This is an optimization exercise on Yosys and OpenROAD, whose aim is small area, not a production implementation.
Only simulation tests tie the RTL to the original design; equivalence was not proved.
The clock port is modelled as an ideal driver, which makes a skipped or thinned clock tree look cheaper than it is; a real chip needs a root buffer or a tree.
Power and IR drop assume default switching activity.

// calc_core
module calc_core(clk, rst, key_valid, key_value, ready, seg);
==> flow/config.mk <==
export PLATFORM = sky130hd
export DESIGN_NAME = calc_core
export DESIGN_NICKNAME = calc_core
export VERILOG_FILES = /design/flow/design.v
export SDC_FILE = /design/flow/constraint.sdc
export NUM_CORES = 4
export LEC_CHECK = 0
export CAP_MARGIN = 20
export CORE_MARGIN = 2
export CORE_UTILIZATION = 40
export PLACE_DENSITY = 0.6
export SLEW_MARGIN = 20
==> flow/constraint.sdc <==
create_clock -name core_clock -period 60.0 [get_ports {clk}]
set_input_delay 12.0000 -clock core_clock [delete_from_list [all_inputs] [get_ports {clk}]]
set_output_delay 12.0000 -clock core_clock [all_outputs]
set_load 0.01 [all_outputs]
standard.sh (not shown) runs the stock make flow with config.mk's settings and CLKGATE_MAP_FILE= SYNTH_SCRIPT=/design/flow/synth_recipe.tcl, a recipe that flattens the netlist after the stock synthesis.
==> flow/flow/run.sh <==
#!/bin/bash
# The standard layout (standard.sh) with area-oriented settings:
# - synthesis through flow/synth.tcl, which is synth_recipe.tcl with the ABC
#   script swapped for flow/area.abc (deep AIG optimisation, then area
#   mapping); no adder-cell extraction (ADDER_MAP_FILE empty). Registers are
#   mapped exactly as in the standard synthesis.
# - one-site port buffers (every input and output port is buffered).
# - a two-level clock tree built by flow/cts.tcl (six leaf clock buffers
#   at the centres of six register groups, one root buffer on the clock
#   port) in place of ORFS's clock_tree_synthesis.
# All tool output goes to standard.log and ORFS's own logs under orfs/.
F=$(pwd)/flow
export MY_ABC_SCRIPT=$F/area.abc
bash standard.sh ADDER_MAP_FILE= SYNTH_SCRIPT=$F/synth.tcl \
	"BUFFER_PORTS_ARGS=-buffer_cell sky130_fd_sc_hd__buf_1" \
	PRE_CTS_TCL=$F/cts.tcl \
	finish > standard.log 2>&1
==> flow/flow/area.abc <==
strash
&get -n
&fraig -x
&put
scorr
dc2
dretime
strash
&get -n
&deepsyn -I 8 -T 240
&put
amap
==> flow/flow/cts.tcl <==
# Sourced before ORFS's CTS step (PRE_CTS_TCL): a two-level clock tree in
# place of clock_tree_synthesis.
# The registers are split into six groups: three columns by x position,
# each halved by y position; each group's clock pins are driven by one leaf clock buffer at
# the group's centre, and one root buffer drives the leaf buffers.
rename clock_tree_synthesis __orfs_clock_tree_synthesis
proc clock_tree_synthesis { args } {
  set block [ord::get_db_block]
  set dbu [$block getDbUnitsPerMicron]
  set regs {}
  foreach inst [$block getInsts] {
    if { [[$inst getMaster] isSequential] } {
      set box [$inst getBBox]
      lappend regs [list $inst [expr { ([$box xMin] + [$box xMax]) / 2.0 }] \
        [expr { ([$box yMin] + [$box yMax]) / 2.0 }]]
    }
  }
  set xs [lsort -real [lmap r $regs { lindex $r 1 }]]
  set n3 [expr { [llength $xs] / 3 }]
  set x1 [lindex $xs $n3]
  set x2 [lindex $xs [expr { 2 * $n3 }]]
  set groups [dict create]
  foreach r $regs {
    set x [lindex $r 1]
    set g [expr { $x < $x1 ? 0 : ($x < $x2 ? 2 : 4) }]
    dict lappend groups $g $r
  }
  set final [dict create]
  foreach g [dict keys $groups] {
    set rs [dict get $groups $g]
    set ys [lsort -real [lmap r $rs { lindex $r 2 }]]
    set ym [lindex $ys [expr { [llength $ys] / 2 }]]
    foreach r $rs {
      dict lappend final [expr { $g + ([lindex $r 2] < $ym ? 0 : 1) }] $r
    }
  }
  set k 0
  foreach g [lsort [dict keys $final]] {
    set rs [dict get $final $g]
    set sx 0.0
    set sy 0.0
    set pins {}
    foreach r $rs {
      set sx [expr { $sx + [lindex $r 1] }]
      set sy [expr { $sy + [lindex $r 2] }]
      set inst [lindex $r 0]
      foreach it [$inst getITerms] {
        if { [[$it getMTerm] getSigType] eq "CLOCK" || [[$it getMTerm] getName] eq "CLK" } {
          lappend pins [get_pins [$inst getName]/[[$it getMTerm] getName]]
        }
      }
    }
    set n [llength $rs]
    set x [expr { $sx / $n / $dbu }]
    set y [expr { $sy / $n / $dbu }]
    puts "leaf clock buffer $k at ($x, $y) for $n registers"
    insert_buffer -buffer_cell sky130_fd_sc_hd__clkbuf_8 -net clk -load_pins $pins \
      -location [list $x $y] -buffer_name clkbuf_leaf_$k -net_name clknet_leaf_$k
    incr k
  }
  set die [$block getCoreArea]
  set x [expr { ([$die xMin] + [$die xMax]) / 2.0 / $dbu }]
  set y [expr { ([$die yMin] + [$die yMax]) / 2.0 / $dbu }]
  insert_buffer -buffer_cell sky130_fd_sc_hd__clkbuf_8 -net clk \
    -location [list $x $y] -buffer_name clkbuf_root -net_name clknet_root
  set_propagated_clock [all_clocks]
}
Other scripts of this flow, unchanged in this note and not shown: flow/flow/synth.tcl
Next try:
==> flow/flow/run.sh (replaced) <==
#!/bin/bash
# The standard layout (standard.sh) with area-oriented settings:
# - synthesis through flow/synth.tcl (synth_recipe.tcl with the ABC script
#   swapped for flow/area.abc, an area-oriented script), and no adder-cell
#   extraction (ADDER_MAP_FILE empty); registers are mapped as in the
#   standard synthesis;
# - one-site port buffers;
# - clock tree from clkbuf_8 only, without dummy loads.
F=$(pwd)/flow
export MY_ABC_SCRIPT=$F/area.abc
bash standard.sh ADDER_MAP_FILE= SYNTH_SCRIPT=$F/synth.tcl \
	"BUFFER_PORTS_ARGS=-buffer_cell sky130_fd_sc_hd__buf_1" \
	PRE_CTS_TCL=$F/cts.tcl SKIP_REPAIR_TIE_FANOUT=1 \
	finish > standard.log 2>&1
==> flow/flow/area.abc (replaced) <==
strash
&get -n
&fraig -x
&put
scorr
dc2
dretime
strash
&get -n
&deepsyn -T 40
&put
amap
--- a/flow/flow/cts.tcl
+++ b/flow/flow/cts.tcl
@@ -1,2 +1 @@
-# Sourced before ORFS's CTS step (PRE_CTS_TCL): a two-level clock tree in
-# place of clock_tree_synthesis.
+# Sourced before ORFS's CTS step (PRE_CTS_TCL): a two-level clock tree.
After rerunning: Global-route usage rises by 1.0 points. Total power came out higher by about 20%. Final area came out higher by 1.9%. Core utilization drops by 0.76 points. First-iteration DRC count went up by about 28%. Critical path depth goes up by 3.
Next try:
--- a/flow/flow/run.sh
+++ b/flow/flow/run.sh
@@ -13 +13 @@
-	PRE_CTS_TCL=$F/cts.tcl SKIP_REPAIR_TIE_FANOUT=1 \
+	PRE_CTS_TCL=$F/cts.tcl \
==> flow/flow/area.abc (replaced) <==
strash
&get -n
&fraig -x
&put
scorr
dc2
dretime
strash
&get -n
&deepsyn -T 20
&dch -f
&nf -R 1000
&put
--- a/flow/flow/cts.tcl
+++ b/flow/flow/cts.tcl
@@ -2,2 +2,2 @@
-# The registers are split into six groups: three columns by x position,
-# each halved by y position; each group's clock pins are driven by one leaf clock buffer at
+# The registers are split into four groups by the median of their x and y
+# positions; each group's clock pins are driven by one leaf clock buffer at
@@ -18,3 +18 @@
-  set n3 [expr { [llength $xs] / 3 }]
-  set x1 [lindex $xs $n3]
-  set x2 [lindex $xs [expr { 2 * $n3 }]]
+  set xm [lindex $xs [expr { [llength $xs] / 2 }]]
@@ -23,2 +21 @@
-    set x [lindex $r 1]
-    set g [expr { $x < $x1 ? 0 : ($x < $x2 ? 2 : 4) }]
+    set g [expr { [lindex $r 1] < $xm ? 0 : 2 }]
Outcome: The changed run finished with timing, DRC and antenna clean. Wire length decreases by 9.2%. Flip-flop and latch count does not change. Critical path depth decreases by 7. Cell count decreases by 3.8%. Fmax increases by about 4%. Design area increases by about 0.9%. Hold slack gains 0.0083 ns. Worst setup slack gains 0.54 ns. Global-route usage decreases by 2.6 points. Area after synthesis increases by about 2%. Clock skew increases by 0.0077 ns.
Next try:
--- a/flow/flow/run.sh
+++ b/flow/flow/run.sh
@@ -13 +13 @@
-	PRE_CTS_TCL=$F/cts.tcl \
+	PRE_CTS_TCL=$F/cts.tcl GPL_TIMING_DRIVEN=0 REMOVE_ABC_BUFFERS=1 \
==> flow/flow/area.abc (replaced) <==
strash
&get -n
&fraig -x
&put
scorr
dc2
dretime
strash
&get -n
&deepsyn -T 40
&put
amap
--- a/flow/flow/cts.tcl
+++ b/flow/flow/cts.tcl
@@ -2,2 +2,2 @@
-# The registers are split into four groups by the median of their x and y
-# positions; each group's clock pins are driven by one leaf clock buffer at
+# The registers are split into six groups: three columns by x position,
+# each halved by y position; each group's clock pins are driven by one leaf clock buffer at
@@ -18 +18,3 @@
-  set xm [lindex $xs [expr { [llength $xs] / 2 }]]
+  set n3 [expr { [llength $xs] / 3 }]
+  set x1 [lindex $xs $n3]
+  set x2 [lindex $xs [expr { 2 * $n3 }]]
@@ -21 +23,2 @@
-    set g [expr { [lindex $r 1] < $xm ? 0 : 2 }]
+    set x [lindex $r 1]
+    set g [expr { $x < $x1 ? 0 : ($x < $x2 ? 2 : 4) }]
Worst setup slack is worse by 0.88 ns. Area after synthesis went down by 2.0%. Combinational power is higher by 44%. Sequential share of layout area increases by 0.20 points.
No run of this note takes its clock network from TritonCTS; it comes from the design's own scripts or RTL.

* * *

calc_core again, from the RTL that the note above started with.
## calc_core
module calc_core(clk, rst, key_valid, key_value, ready, seg);
	input         clk;
	input         rst;
	input         key_valid;
	input  [3:0]  key_value;
	output        ready;
	output [47:0] seg;
	reg    [11:0] nd;     
	reg    [19:0] r;      
	reg    [23:0] dsp;    
	reg           c;      
	reg           ar;     
	reg    [1:0]  op;     
	reg           busy;
	reg           ph;     
	reg    [4:0]  cnt;
	wire          is_op, is_clr, is_eq, is_dig;
	wire   [3:0]  dcode;
	wire   [9:0]  nb;
	wire   [11:0] nn;
	wire   [15:0] opc   = {4'd15, 4'd14, 4'd13, 4'd12};
	wire   [15:0] issym = 16'b1111x0000000000x;
	wire   [23:0] dd;
assign ready = ~busy;
wire take = key_valid & ~busy;
sign_reg   u_key (.key_value(key_value), .is_op(is_op), .is_clr(is_clr),
                  .is_eq(is_eq), .is_dig(is_dig), .dcode(dcode));
number_reg u_num (.nd(nd), .dcode(dcode), .nn(nn), .nb(nb));
wire [10:0] acc  = dsp[23:13];
wire        div  = c & (op == 2'd3);
wire        mul  = c & (op == 2'd2);
wire        sub  = c & (op == 2'd1);
wire        rbit = (r[0] ^ sub) & c;
  ...
export LEC_CHECK = 0
export CAP_MARGIN = 20
export CORE_MARGIN = 2
export CORE_UTILIZATION = 40
export PLACE_DENSITY = 0.6
export SLEW_MARGIN = 20
create_clock -name core_clock -period 60.0 [get_ports {clk}]
==> flow/flow/run.sh <==
#!/bin/bash
# The standard layout (standard.sh) with area-oriented settings:
# - synthesis through flow/synth.tcl (synth_recipe.tcl with the ABC script
#   swapped for flow/area.abc, an area-oriented script), and no adder-cell
#   extraction (ADDER_MAP_FILE empty); registers are mapped as in the
#   standard synthesis;
# - one-site port buffers;
# - clock tree from clkbuf_8 only, without dummy loads.
F=$(pwd)/flow
export MY_ABC_SCRIPT=$F/area.abc
bash standard.sh ADDER_MAP_FILE= SYNTH_SCRIPT=$F/synth.tcl \
	"BUFFER_PORTS_ARGS=-buffer_cell sky130_fd_sc_hd__buf_1" \
	"CTS_ARGS=-sink_clustering_enable -repair_clock_nets -buf_list sky130_fd_sc_hd__clkbuf_8 -dont_use_dummy_load" \
	finish > standard.log 2>&1
==> flow/flow/area.abc <==
strash
&get -n
&fraig -x
&put
scorr
dc2
dretime
strash
&get -n
&deepsyn -T 240
&dch -f
&nf -R 1000
&put
==> flow/flow/synth.tcl <==
proc synth {args} { yosys synth -nofsm -noshare {*}$args }
proc abc {args} {
  set i [lsearch -exact $args -script]
  if { $i >= 0 && [info exists ::env(MY_ABC_SCRIPT)] } { lset args [expr {$i + 1}] $::env(MY_ABC_SCRIPT) }
  yosys abc {*}$args
}
source $::env(SCRIPTS_DIR)/synth.tcl
# left out here: clear keep_hierarchy, flatten, clean up, hide names made inside functions, write 1_2_yosys.v
Rerun with:
==> flow/flow/run.sh (replaced) <==
#!/bin/bash
# The standard layout (standard.sh), with area-oriented synthesis and
# buffering: no adder-cell extraction, an area-oriented ABC script (run
# through flow/synth.tcl, which is synth_recipe.tcl with the ABC script
# swapped), one-site port buffers and mid-size clock buffers.
F=$(pwd)/flow
export MY_ABC_SCRIPT=$F/area.abc
bash standard.sh ADDER_MAP_FILE= SYNTH_SCRIPT=$F/synth.tcl \
	"BUFFER_PORTS_ARGS=-buffer_cell sky130_fd_sc_hd__buf_1" \
	"CTS_ARGS=-sink_clustering_enable -repair_clock_nets -buf_list sky130_fd_sc_hd__clkbuf_8 -dont_use_dummy_load" \
	finish > standard.log 2>&1
==> flow/flow/area.abc (replaced) <==
strash
&get -n
&fraig -x
&put
scorr
dc2
dretime
strash
&get -n
&dch -f
&nf -R 1000
&put
strash
&get -n
&dch -f
&nf -R 1000
&put
Result: Cell area is higher by 12%; register-to-register slack degrades by 0.46 ns; area after synthesis is higher by 13%; critical path depth is lower by 2; setup slack improves by 0.53 ns; total power is higher by 45%; clock power is higher by about 2%.
Rerun with:
==> flow/flow/run.sh (replaced) <==
#!/bin/bash
# The standard layout (standard.sh) with area-oriented settings:
# - synthesis through flow/synth.tcl (synth_recipe.tcl with the ABC script
#   swapped for flow/area.abc, an area-oriented script), and no adder-cell
#   extraction (ADDER_MAP_FILE empty); registers are mapped as in the
#   standard synthesis;
# - one-site port buffers;
# - clock tree from clkbuf_8 only, without dummy loads.
F=$(pwd)/flow
export MY_ABC_SCRIPT=$F/area.abc
bash standard.sh ADDER_MAP_FILE= SYNTH_SCRIPT=$F/synth.tcl \
	"BUFFER_PORTS_ARGS=-buffer_cell sky130_fd_sc_hd__buf_1" \
	"CTS_ARGS=-sink_clustering_enable -repair_clock_nets -buf_list sky130_fd_sc_hd__clkbuf_8 -dont_use_dummy_load" \
	finish > standard.log 2>&1
==> flow/flow/area.abc (replaced) <==
strash
&get -n
&fraig -x
&put
scorr
dc2
dretime
strash
&get -n
&deepsyn -T 240
&put
amap
Setup slack gets worse by 0.94 ns.
Utilization falls by 0.67 points.
First-iteration DRC count rises by 17%.
Power falls by about 30%.
Sequential power falls by about 16%.
Final area falls by about 13%.
Maximum frequency falls by 6.2%.
Non-clock buffer count falls by 4.
Final cell count falls by 14%.
Rerun with:
==> flow/flow/run.sh (replaced) <==
#!/bin/bash
# The standard layout (standard.sh), with area-oriented synthesis and
# buffering: no adder-cell extraction, an area-oriented ABC script (run
# through flow/synth.tcl, which is synth_recipe.tcl with the ABC script
# swapped), one-site port buffers and mid-size clock buffers.
F=$(pwd)/flow
export MY_ABC_SCRIPT=$F/area.abc
bash standard.sh ADDER_MAP_FILE= SYNTH_SCRIPT=$F/synth.tcl \
	"BUFFER_PORTS_ARGS=-buffer_cell sky130_fd_sc_hd__buf_1" \
	"CTS_ARGS=-sink_clustering_enable -repair_clock_nets -buf_list sky130_fd_sc_hd__clkbuf_16 -dont_use_dummy_load -sink_clustering_size 40 -sink_clustering_max_diameter 400" \
	finish > standard.log 2>&1
==> flow/flow/area.abc (replaced) <==
strash
&get -n
&fraig -x
&put
scorr
dc2
dretime
strash
&get -n
&dch -f
&nf -R 1000
&put
strash
&get -n
&dch -f
&nf -R 1000
&put
After rerunning: Cell area is higher by 16%; hold slack degrades by 0.019 ns; combinational power grows by 110%; non-clock buffer count increases by 4; flip-flop and latch count does not change; global-route usage shrinks by 0.15 points; sequential share of layout area drops by 3.9 points; die area goes up by 14%; area after synthesis climbs by 15%; via count went up by 12%.
Rerun with:
--- a/flow/flow/run.sh
+++ b/flow/flow/run.sh
@@ -8,4 +8,4 @@
 bash standard.sh ADDER_MAP_FILE= SYNTH_SCRIPT=$F/synth.tcl \
 	"BUFFER_PORTS_ARGS=-buffer_cell sky130_fd_sc_hd__buf_1" \
-	"CTS_ARGS=-sink_clustering_enable -repair_clock_nets -buf_list sky130_fd_sc_hd__clkbuf_16 -dont_use_dummy_load -sink_clustering_size 40 -sink_clustering_max_diameter 400" \
+	"CTS_ARGS=-sink_clustering_enable -repair_clock_nets -buf_list sky130_fd_sc_hd__clkbuf_8 -dont_use_dummy_load" SLEW_MARGIN=0 CAP_MARGIN=0 \
 	finish > standard.log 2>&1
Clock skew goes up by 0.0075 ns.
Design area went down by 1.8%.
Maximum frequency barely changes.
Sequential share of layout area goes up by 0.45 points.
Cell count stays the same.
Worst setup slack improves by 0.032 ns.

-- port drivers added, routing unchanged --
How much do the figures lean on ideal ports? The routed layouts below were timed once more, with nothing changed but the port constraints.
Step 1, drivers: a clkbuf_16 drives clk and a buf_2 each remaining input, both assumed.
Step 2 times the ports against the registers' clock, not the clock port: input delays grow and output delays shrink by t, the midpoint of the rising clock arrivals with the driver on.
Three values: ideal ports, drivers, drivers and shift; two values: the first two.
| run | t, ns | setup WS [ns] | hold WS [ns] | worst setup path at the end | latest minus earliest clock arrival (ns) |
|---|---|---|---|---|---|
| the first run of note 1 | 0.364 | 45.381 / 45.393 / 45.029 | 0.485 / 0.485 / 0.485 | input to register | 0.025 / 0.024 |
| the second run of note 1 | 0.367 | 45.387 / 45.390 / 45.023 | 0.479 / 0.479 / 0.479 | input to register | 0.016 / 0.017 |
| the third run of note 1 | 0.365 | 45.929 / 45.898 / 45.575 | 0.487 / 0.487 / 0.487 | input to register | 0.025 / 0.025 |
| the fourth run of note 1 | 0.371 | 45.049 / 45.059 / 44.688 | 0.463 / 0.463 / 0.463 | input to register | 0.018 / 0.017 |
| the first run of note 2 | 0.367 | 45.336 / 45.346 / 44.979 | 0.449 / 0.449 / 0.449 | input to register | 0.023 / 0.022 |
| the second run of note 2 | 0.369 | 45.861 / 45.871 / 45.502 | 0.463 / 0.463 / 0.463 | input to register | 0.027 / 0.026 |
| the third run of note 2 | 0.369 | 44.924 / 44.939 / 44.569 | 0.479 / 0.479 / 0.479 | input to register | 0.031 / 0.031 |
| the fourth run of note 2 | 0.356 | 45.800 / 45.815 / 45.458 | 0.461 / 0.461 / 0.461 | input to register | 0.019 / 0.019 |
| the fifth run of note 2 | 0.370 | 45.832 / 45.838 / 45.468 | 0.465 / 0.465 / 0.465 | input to register | 0.026 / 0.026 |
After both steps setup and hold are still met in every run listed.
